Source: an optimization exercise on an open RTL-to-GDS flow (aim: small area and a short achievable clock period). Production flows keep margins and buffers that such runs may drop. The RTL was checked by simulation tests, not by an equivalence proof against the original design. Power and IR drop assume default switching activity.

==> 03-05 <==
Design mult32x32, start of the top module:
module mult32x32 (
  input              i_clk     ,
  input              i_rstn    ,
  input  wire        i_multa_ns,
  input  wire        i_multb_ns,
  input  wire [31:0] i_multa   ,
  input  wire [31:0] i_multb   ,
  output wire [63:0] o_product
);
wire n1 = i_multa_ns & i_multa[31];
wire n2 = i_multb_ns & i_multb[31];
wire g3 = i_multa[1] & i_multa[0];
wire p4 = i_multa[1] ^ i_multa[0];
wire g5 = i_multa[2] & i_multa[1];
wire p6 = i_multa[2] ^ i_multa[1];
wire g7 = i_multa[3] & i_multa[2];
wire p8 = i_multa[3] ^ i_multa[2];
wire g9 = i_multa[4] & i_multa[3];
wire p10 = i_multa[4] ^ i_multa[3];
wire g11 = i_multa[5] & i_multa[4];
wire p12 = i_multa[5] ^ i_multa[4];
wire g13 = i_multa[6] & i_multa[5];
wire p14 = i_multa[6] ^ i_multa[5];
wire g15 = i_multa[7] & i_multa[6];
wire p16 = i_multa[7] ^ i_multa[6];
wire g17 = i_multa[8] & i_multa[7];
wire p18 = i_multa[8] ^ i_multa[7];
  ...
==> flow/config.mk <==
export PLATFORM = sky130hd
export DESIGN_NAME = mult32x32
export DESIGN_NICKNAME = mult32x32
export VERILOG_FILES = /design/flow/design.v
export SDC_FILE = /design/flow/constraint.sdc
export NUM_CORES = 4
export LEC_CHECK = 0
export CAP_MARGIN = 20
export CORE_MARGIN = 2
export CORE_UTILIZATION = 40
export PLACE_DENSITY = 0.8
export SETUP_SLACK_MARGIN = 2.0
export SLEW_MARGIN = 20
export SYNTH_HIERARCHICAL = 1
export TNS_END_PERCENT = 100
==> flow/constraint.sdc <==
create_clock -name core_clock -period 4.0 [get_ports {i_clk}]
set_input_delay 0.8000 -clock core_clock [delete_from_list [all_inputs] [get_ports {i_clk}]]
set_output_delay 0.8000 -clock core_clock [all_outputs]
set_load 0.01 [all_outputs]
standard.sh (not shown) runs the stock make flow with config.mk's settings and CLKGATE_MAP_FILE= SYNTH_SCRIPT=/design/flow/synth_recipe.tcl, a recipe that flattens the netlist after the stock synthesis.
==> flow/flow/run.sh <==
#!/bin/bash
set -euo pipefail
export CTS_ARGS="-sink_clustering_enable -repair_clock_nets -dont_use_dummy_load -sink_clustering_size 20 -sink_clustering_max_diameter 100"
bash standard.sh > standard.log 2>&1
==> 02-12 (differences from 03-05) <==
==> flow/flow/run.sh (replaced) <==
#!/bin/bash
set -euo pipefail
export CTS_ARGS="-sink_clustering_enable -repair_clock_nets -dont_use_dummy_load"
bash standard.sh > standard.log 2>&1
- PLACE_DENSITY: 0.8 -> 0.85
==> 05-18 (differences from 03-05) <==
- PLACE_DENSITY: 0.8 -> 0.85
- SETUP_SLACK_MARGIN: 2.0 -> 1.95
==> 08-17 (differences from 03-05) <==
- PLACE_DENSITY: 0.8 -> 0.85
==> run summary <==
Clock buffers: 87
Crit-path max FO: 11
Tmin final: 2.02 ns
DP Worst Slack: 0.472 ns
Met3 WL: 16400 µm
Reg2reg setup slack: 1.98 ns
Switching Power: 13.6 mW
Clk power: 7.02 mW
Register Area: 19200 µm²
Slowest cell delay on critical path: 0.82 ns
Status: no timing/DRC/antenna violations
(the above is from 02-12)
==> run summary <==
Chip Height: 340 µm
Crit-path max FO: 11
Slowest cell delay on critical path: 0.81 ns
DP Worst Slack: 0.500 ns
Register Area: 19100 µm²
Met3 WL: 14400 µm
Status: no timing/DRC/antenna violations
Clock buffers: 56
Switching Power: 12.9 mW
(the above is from 05-18)
==> run summary <==
Status: no timing/DRC/antenna violations
Wl on met1: 48600 µm
Reg2reg setup slack: 1.96 ns
Met3 WL: 16000 µm
Tmin final: 2.04 ns
Clock buffers: 54
Clk power: 5.27 mW
DP Worst Slack: 0.475 ns
Slowest cell delay on critical path: 0.59 ns
Register Area: 19200 µm²
Slew at the pin closest to its max-slew limit: 0.975 ns
Pleak: 20.5 nW
Crit-path max FO: 1
Switching Power: 12.6 mW
Initial detailed-routing violation count: 3173
WP depth: 3
(the above is from 03-05)
==> run summary <==
Switching Power: 13.1 mW
Status: no timing/DRC/antenna violations
DP Worst Slack: 0.472 ns
Clk power: 5.40 mW
Tmin final: 2.02 ns
Crit-path max FO: 35
Reg2reg setup slack: 1.98 ns
Slowest cell delay on critical path: 0.72 ns
(the above is from 08-17)

port drivers added, routing unchanged:
No port has a modelled driver above. Below, the same layouts with a new extraction and two added sets of constraints.
Step 1, drivers: a clkbuf_16 drives i_clk and a buf_2 each remaining input, both assumed.
Step 2 moves the port delays by t, midway between the first and last clock arrival at a register: inputs arrive t later, outputs are due t later. That takes back most of the time a late clock gives input paths.
a / b / c = ideal / step 1 / step 2; a / b = the first two.
run	t (ns)	setup slack, ns	hold slack, ns	latest minus earliest clock arrival (ns)
03-05	0.678	1.957 / 1.957 / 1.384	0.205 / 0.214 / 0.308	0.044 / 0.045
02-12	0.707	1.981 / 1.967 / 1.355	0.165 / 0.172 / 0.314	0.082 / 0.082
05-18	0.686	1.881 / 1.881 / 1.350	0.224 / 0.233 / 0.304	0.066 / 0.066
08-17	0.676	1.984 / 1.965 / 1.376	0.186 / 0.196 / 0.281	0.092 / 0.092
After both steps every run listed still meets setup and hold. The setup slack of 02-12, which loses most, moves by -0.014 ns with the drivers and by -0.626 ns with both steps.
